From an optimization exercise on the open Yosys and OpenROAD flow, aimed at small area; shortcuts taken in it are not production practice. Function was checked by simulation only, so behaviour that the tests miss may differ from the original. The clock input has no modelled driver; a real chip could not lean on it and would need a root buffer or a full tree. No activity file was given, so power comes from the tool's default toggle rates.

== v5 ==
// main
module main(
	input logic		_clk, _rst,
	input logic		up, down,
	output logic		hsync, vsync,
	output logic		active,
	output logic		r, g, b
);
	logic clk;
	logic rst;
	assign clk = _clk;
	assign rst = ~_rst;
	localparam MAX_H = 799;
	localparam MAX_V = 524;
	logic [9:0] hp, vp;
	always_ff @(posedge clk, posedge rst)
		if (rst)		hp <= '0;
		else if (hp == MAX_H)	hp <= '0;
		else			hp <= hp + 1'b1;
	always_ff @(posedge clk, posedge rst)
		if (rst)		vp <= '0;
		else if (hp == MAX_H) begin
			if (vp == MAX_V)	vp <= '0;
			else 			vp <= vp + 1'b1;
		end
	wire hblank = hp[9] && (hp[8] || hp[7]);	 
	wire tick = (hp == MAX_H) && (vp == 10'd489);
	assign hsync = (10'd656 <= hp && hp <= 10'd751);
	assign vsync = (10'd490 <= vp && vp <= 10'd491);
	assign active = !hblank && (vp < 10'd480);
	wire [5:0] col = hp[9:4];
	wire [4:0] trow = vp[8:4];
	wire [3:0] py = vp[3:0];
	wire [3:0] px = hp[3:0];
	logic [4:0] ship_y;
	always_ff @(posedge clk, posedge rst)
		if (rst) 				ship_y <= '0;
		else if (!tick)				ship_y <= ship_y;
		else if (~up && (ship_y != '0))		ship_y <= ship_y - 5'd1;
		else if (~down && (ship_y != 5'd29))	ship_y <= ship_y + 5'd1;
	logic [5:0] eq;
	wire [5:0] e = eq ^ 6'd40;
	always_ff @(posedge clk, posedge rst)
		if (rst)		eq <= '0;
		else if (tick)		eq <= ((e == 6'd61) ? 6'd0 : e - 6'd1) ^ 6'd40;
	wire [1:0] tail_frame = {e[1] ^ e[0], e[0]};
	wire fwd = (px == 4'd15 && !hblank) || tick;
	wire bwd = hblank && (hp[1:0] == 2'b00);
	logic [4:0] obj_row;
	logic [1:0] obj_spr;
	random_byte random_byte(.clk(clk), .rst(rst), .fwd(fwd), .bwd(bwd), .row(obj_row), .spr(obj_spr));
	logic ship_in_coin;
	logic [2:0] taken;
	always_ff @(posedge clk, posedge rst)
		if (rst)		taken <= '0;
		else if (tick)		taken <= {ship_in_coin, taken[2:1]};
	wire filled = (col >= e || e[5:2] == 4'b1111) && !(col < 6'd3 && taken[col[1:0]]);
	wire coin_now = filled && (obj_row == ship_y) && (obj_spr == 2'b11);
	wire at_ship = (col == 6'd3);
	always_ff @(posedge clk, posedge rst)
		if (rst)		ship_in_coin <= 1'b0;
		else if (at_ship)	ship_in_coin <= coin_now;
  ...
==> flow/config.mk <==
export PLATFORM = sky130hd
export DESIGN_NAME = main
export DESIGN_NICKNAME = main
export VERILOG_FILES = /design/flow/design.v
export SDC_FILE = /design/flow/constraint.sdc
export NUM_CORES = 8
export LEC_CHECK = 0
export CAP_MARGIN = 5
export CORE_MARGIN = 2
export CORE_UTILIZATION = 70
export GPL_TIMING_DRIVEN = 0
export PLACE_DENSITY = 0.8
export SLEW_MARGIN = 5
==> flow/constraint.sdc <==
create_clock -name core_clock -period 40.0 [get_ports {_clk}]
set_input_delay 8.0000 -clock core_clock [delete_from_list [all_inputs] [get_ports {_clk}]]
set_output_delay 8.0000 -clock core_clock [all_outputs]
set_load 0.01 [all_outputs]
standard.sh (not shown) runs the stock make flow with config.mk's settings and CLKGATE_MAP_FILE= SYNTH_SCRIPT=/design/flow/synth_recipe.tcl, a recipe that flattens the netlist after the stock synthesis.
==> flow/flow/run.sh <==
#!/bin/bash
# Own layout flow: the standard flow (standard.sh) with two changes:
#  - synthesis maps the combinational logic with a stronger ABC script,
#    run for several seeds in parallel, keeping the smallest result
#    (area.abc); registers are mapped before ABC, as in the standard synthesis;
#  - the clock is distributed by cts_own.tcl (a few buffers driven by
#    the clock port) instead of ORFS's CTS.
# Each step's output goes to a log file of its own in the work folder.
set -euo pipefail
W=$(pwd)
export OWN_ABC_SCRIPT=$W/flow/area.abc
export OWN_ABC_SEEDS=${OWN_ABC_SEEDS:-1 3 5 7 9 11 13 15 17 19 21 23 25 27 29 31}
export OWN_ABC_SECONDS=${OWN_ABC_SECONDS:-300}
export OWN_ABC_MAPS=${OWN_ABC_MAPS:-dch -f; amap | dch; amap | dch; amap -m | amap}
export OWN_CLOCK_PORT=_clk
export OWN_CLOCK_BUF=${OWN_CLOCK_BUF:-sky130_fd_sc_hd__buf_12}
export OWN_CLOCK_GROUPS=${OWN_CLOCK_GROUPS:-3}
# the platform's don't-use cells, plus the largest buffers, which repair_design
# otherwise picks for the high-fanout reset and select nets
DU=$(bash standard.sh print-DONT_USE_CELLS 2>/dev/null | sed -n 's/^DONT_USE_CELLS: //p')
DU="$DU ${OWN_EXTRA_DONT_USE-sky130_fd_sc_hd__buf_4 sky130_fd_sc_hd__buf_6 sky130_fd_sc_hd__buf_8 sky130_fd_sc_hd__buf_12 sky130_fd_sc_hd__buf_16 sky130_fd_sc_hd__bufbuf_8 sky130_fd_sc_hd__bufbuf_16}"
S=(SYNTH_SCRIPT=$W/flow/own_synth.tcl ADDER_MAP_FILE= "BUFFER_PORTS_ARGS=-buffer_cell sky130_fd_sc_hd__buf_1" "DONT_USE_CELLS=$DU" "MIN_BUF_CELL_AND_PORTS=sky130_fd_sc_hd__buf_1 A X")
bash standard.sh "${S[@]}" place > $W/flow_place.log 2>&1
bash standard.sh "${S[@]}" RUN_SCRIPT=$W/flow/cts_own.tcl RUN_LOG_NAME_STEM=4_1_cts run > $W/flow_cts.log 2>&1
bash standard.sh "${S[@]}" finish > $W/flow_finish.log 2>&1
==> flow/flow/own_synth.tcl <==
# The standard synthesis (synth_recipe.tcl), with one change: ABC maps the
# combinational logic with a stronger, area-oriented script (area.abc) instead
# of ORFS's speed script. The logic ABC gets is written out once; area.abc is
# run on it by one yosys-abc process per seed in OWN_ABC_SEEDS, NUM_CORES at a
# time,
# and the smallest mapped result is read back in its place. Registers are
# mapped before ABC runs, so they come out as in the standard synthesis.
proc synth {args} { yosys synth -nofsm -noshare {*}$args }
proc own_abc_script { path text } {
  set f [open $path w]
  puts $f $text
  close $f
}
proc abc {args} {
  set si [lsearch -exact $args -script]
  set lib [lindex $args [expr { [lsearch -exact $args -liberty] + 1 }]]
  set dont_use {}
  for { set i 0 } { $i < [llength $args] } { incr i } {
    if { [lindex $args $i] eq "-dont_use" } {
      lappend dont_use -X [lindex $args [incr i]]
    }
  }
  set dir $::env(RESULTS_DIR)/own_abc
  file mkdir $dir
  set fh [open $::env(OWN_ABC_SCRIPT)]
  set template [read $fh]
  close $fh
  # 1. write out the logic ABC gets (the mapping made here is discarded)
  yosys design -save own_abc_in
  own_abc_script $dir/dump.script "write_blif $dir/in.blif\nstrash\nmap"
  lset args [expr { $si + 1 }] $dir/dump.script
  yosys abc {*}$args
  yosys design -load own_abc_in
  # 2. one yosys-abc per seed, in parallel
  set abc_exe [file join [file dirname $::env(YOSYS_EXE)] yosys-abc]
  if { ![file executable $abc_exe] } {
    set abc_exe yosys-abc
  }
  set maps {}
  foreach m [split $::env(OWN_ABC_MAPS) "|"] {
    lappend maps [string trim $m]
  }
  set jobs {}
  foreach seed $::env(OWN_ABC_SEEDS) {
    set body [string map [list @S1@ $seed @S2@ [expr { $seed + 1 }] \
      @T@ $::env(OWN_ABC_SECONDS)] $template]
    set text "read_lib -w $dont_use $lib\nread_blif $dir/in.blif\n$body\nwrite_blif $dir/opt_$seed.blif\n"
    set k 0
    foreach m $maps {
      append text "read_blif $dir/opt_$seed.blif\nstrash\n$m\ntopo\nstime -p\nwrite_blif $dir/out_${seed}_$k.blif\n"
      incr k
    }
    own_abc_script $dir/run_$seed.script $text
    append jobs "$abc_exe -f $dir/run_$seed.script > $dir/run_$seed.log 2>&1\n"
  }
  set fh [open $dir/jobs.txt w]
  puts -nonewline $fh $jobs
  close $fh
  exec bash -c "xargs -d '\\n' -P $::env(NUM_CORES) -I CMD bash -c CMD < $dir/jobs.txt"
  set best_area -1
  set best {}
  foreach seed $::env(OWN_ABC_SEEDS) {
    set fh [open $dir/run_$seed.log]
    set log [read $fh]
    close $fh
    set areas [regexp -all -inline {Area =\s*([0-9.]+)} $log]
    for { set k 0 } { $k < [llength $maps] } { incr k } {
      set area [lindex $areas [expr { 2 * $k + 1 }]]
      if { $area eq {} || ![file exists $dir/out_${seed}_$k.blif] } {
        puts "own abc: seed $seed mapping $k gave no result"
        continue
      }
      puts "own abc: seed $seed mapping $k area $area"
      if { $best_area < 0 || $area < $best_area } {
        set best_area $area
        set best out_${seed}_$k
      }
    }
  }
  if { $best eq {} } {
    error "own abc: no seed gave a result"
  }
  puts "own abc: kept $best area $best_area"
  # 3. read the best mapping back as ABC's result (under the model name
  # yosys expects)
  set fh [open $dir/$best.blif]
  set text [read $fh]
  close $fh
  regsub -line {^\.model .*$} $text {.model netlist} text
  set fh [open $dir/$best.blif w]
  puts -nonewline $fh $text
  close $fh
  own_abc_script $dir/load.script "read_blif $dir/$best.blif"
  lset args [expr { $si + 1 }] $dir/load.script
  yosys abc {*}$args
}
source $::env(SCRIPTS_DIR)/synth.tcl
# left out here: clear keep_hierarchy, flatten, clean up, hide names made inside functions, write 1_2_yosys.v
Other scripts of this flow, unchanged in this note and not shown: flow/flow/area.abc, flow/flow/cts_own.tcl
The final layout from v5, which completed every stage, passed the timing, DRC and antenna checks at the end of the flow.
Changes in v24 relative to v5:
--- a/flow/flow/run.sh
+++ b/flow/flow/run.sh
@@ -10,5 +10,5 @@
 W=$(pwd)
 export OWN_ABC_SCRIPT=$W/flow/area.abc
-export OWN_ABC_SEEDS=${OWN_ABC_SEEDS:-1 3 5 7 9 11 13 15 17 19 21 23 25 27 29 31}
+export OWN_ABC_SEEDS=${OWN_ABC_SEEDS:-1 3 5 7 9 11 13 15 17 19 21 23 25 27 29 31 33 35 37 39 41 43 45 47 49 51 53 55 57 59 61 63}
 export OWN_ABC_SECONDS=${OWN_ABC_SECONDS:-300}
 export OWN_ABC_MAPS=${OWN_ABC_MAPS:-dch -f; amap | dch; amap | dch; amap -m | amap}
[summary]
Delta(area occupied by multi-input gates, v24 - v5) < 0. v24 ended up with a2111oi_0 as its master of the slowest instance on the critical path; v5 ended up with o21ai_0. v5 → v24: setup slack climbed 300 ps, achievable clock frequency climbed about 2.4%, utilization dropped 0.63 points.
Changes in v35 relative to v24:
--- a/flow/flow/run.sh
+++ b/flow/flow/run.sh
@@ -10,7 +10,7 @@
 W=$(pwd)
 export OWN_ABC_SCRIPT=$W/flow/area.abc
-export OWN_ABC_SEEDS=${OWN_ABC_SEEDS:-1 3 5 7 9 11 13 15 17 19 21 23 25 27 29 31 33 35 37 39 41 43 45 47 49 51 53 55 57 59 61 63}
+export OWN_ABC_SEEDS=${OWN_ABC_SEEDS:-1 3 5 7 9 11 13 15}
 export OWN_ABC_SECONDS=${OWN_ABC_SECONDS:-300}
-export OWN_ABC_MAPS=${OWN_ABC_MAPS:-dch -f; amap | dch; amap | dch; amap -m | amap}
+export OWN_ABC_MAPS=${OWN_ABC_MAPS:-dch -f; amap | dch; amap | amap}
 export OWN_CLOCK_PORT=_clk
 export OWN_CLOCK_BUF=${OWN_CLOCK_BUF:-sky130_fd_sc_hd__buf_12}
--- a/flow/flow/own_synth.tcl
+++ b/flow/flow/own_synth.tcl
@@ -2,6 +2,5 @@
 # combinational logic with a stronger, area-oriented script (area.abc) instead
 # of ORFS's speed script. The logic ABC gets is written out once; area.abc is
-# run on it by one yosys-abc process per seed in OWN_ABC_SEEDS, NUM_CORES at a
-# time,
+# run on it by one yosys-abc process per seed in OWN_ABC_SEEDS, in parallel,
 # and the smallest mapped result is read back in its place. Registers are
 # mapped before ABC runs, so they come out as in the standard synthesis.
@@ -52,10 +51,8 @@
     }
     own_abc_script $dir/run_$seed.script $text
-    append jobs "$abc_exe -f $dir/run_$seed.script > $dir/run_$seed.log 2>&1\n"
+    append jobs "$abc_exe -f $dir/run_$seed.script > $dir/run_$seed.log 2>&1 &\n"
   }
-  set fh [open $dir/jobs.txt w]
-  puts -nonewline $fh $jobs
-  close $fh
-  exec bash -c "xargs -d '\\n' -P $::env(NUM_CORES) -I CMD bash -c CMD < $dir/jobs.txt"
+  append jobs "wait\n"
+  exec bash -c $jobs
   set best_area -1
   set best {}
--- outcome ---
Max utilization across v24 and v35: v35
Compared with v24, v35 shows a global routing usage summed across all routing layers that is 0.73 points lower.
Diff v24 -> v35 | number of violations reported at the end of detailed-routing iteration 0 | down by a few percent
Edits applied to the flow inputs when going from v35 to v49:
--- a/flow/flow/run.sh
+++ b/flow/flow/run.sh
@@ -10,7 +10,7 @@
 W=$(pwd)
 export OWN_ABC_SCRIPT=$W/flow/area.abc
-export OWN_ABC_SEEDS=${OWN_ABC_SEEDS:-1 3 5 7 9 11 13 15}
+export OWN_ABC_SEEDS=${OWN_ABC_SEEDS:-1 3 5 7 9 11 13 15 17 19 21 23 25 27 29 31 33 35 37 39 41 43 45 47 49 51 53 55 57 59 61 63 65 67 69 71 73 75 77 79 81 83 85 87 89 91 93 95 97 99 101 103 105 107 109 111 113 115 117 119 121 123 125 127}
 export OWN_ABC_SECONDS=${OWN_ABC_SECONDS:-300}
-export OWN_ABC_MAPS=${OWN_ABC_MAPS:-dch -f; amap | dch; amap | amap}
+export OWN_ABC_MAPS=${OWN_ABC_MAPS:-dch -f; amap | dch; amap | dch; amap -m | amap}
 export OWN_CLOCK_PORT=_clk
 export OWN_CLOCK_BUF=${OWN_CLOCK_BUF:-sky130_fd_sc_hd__buf_12}
--- a/flow/flow/own_synth.tcl
+++ b/flow/flow/own_synth.tcl
@@ -2,5 +2,6 @@
 # combinational logic with a stronger, area-oriented script (area.abc) instead
 # of ORFS's speed script. The logic ABC gets is written out once; area.abc is
-# run on it by one yosys-abc process per seed in OWN_ABC_SEEDS, in parallel,
+# run on it by one yosys-abc process per seed in OWN_ABC_SEEDS, NUM_CORES at a
+# time,
 # and the smallest mapped result is read back in its place. Registers are
 # mapped before ABC runs, so they come out as in the standard synthesis.
@@ -51,8 +52,10 @@
     }
     own_abc_script $dir/run_$seed.script $text
-    append jobs "$abc_exe -f $dir/run_$seed.script > $dir/run_$seed.log 2>&1 &\n"
+    append jobs "$abc_exe -f $dir/run_$seed.script > $dir/run_$seed.log 2>&1\n"
   }
-  append jobs "wait\n"
-  exec bash -c $jobs
+  set fh [open $dir/jobs.txt w]
+  puts -nonewline $fh $jobs
+  close $fh
+  exec bash -c "xargs -d '\\n' -P $::env(NUM_CORES) -I CMD bash -c CMD < $dir/jobs.txt"
   set best_area -1
   set best {}
Notes after the runs:
v49 did not stop at any stage, and its layout met the timing, DRC and antenna checks.
Changes observed in v49 relative to v35: fraction of the mapped netlist area in simple logic gates fell 1.5 points, clock transition at the registers of the reported paths about even, global-route wire length before repair fell about 0.33%, critical path depth fell 3.
According to the power report, total power for v49 is higher than for v35.
In every run of this note, the design's own scripts or RTL, not TritonCTS, make the clock network.

port drivers added, routing unchanged:
The results above use ideal ports. As a check the final layouts listed here were re-extracted and re-timed, cells and wires unchanged. Step 1 sets driving cells, clkbuf_16 on the clock port and buf_2 on the other inputs (assumed; they add their load-dependent delay and slew). Step 2 also shifts input and output timing later by t, the mid clock arrival at the registers, as if the neighbouring blocks saw the same clock. a / b / c = no drivers / after step 1 / after step 2; a / b = the first two.
run	t, ns	setup slack, ns	slew at the worst register clock pin (ns)	pins driven straight from the clock port
v5	0.206	27.324 / 27.253 / 27.459	0.11 / 0.11	3
v24	0.220	27.622 / 27.543 / 27.762	0.12 / 0.12	3
v35	0.211	27.508 / 27.433 / 27.644	0.11 / 0.11	3
v49	0.220	27.622 / 27.543 / 27.762	0.12 / 0.12	3
After both steps every run listed still meets setup and hold.
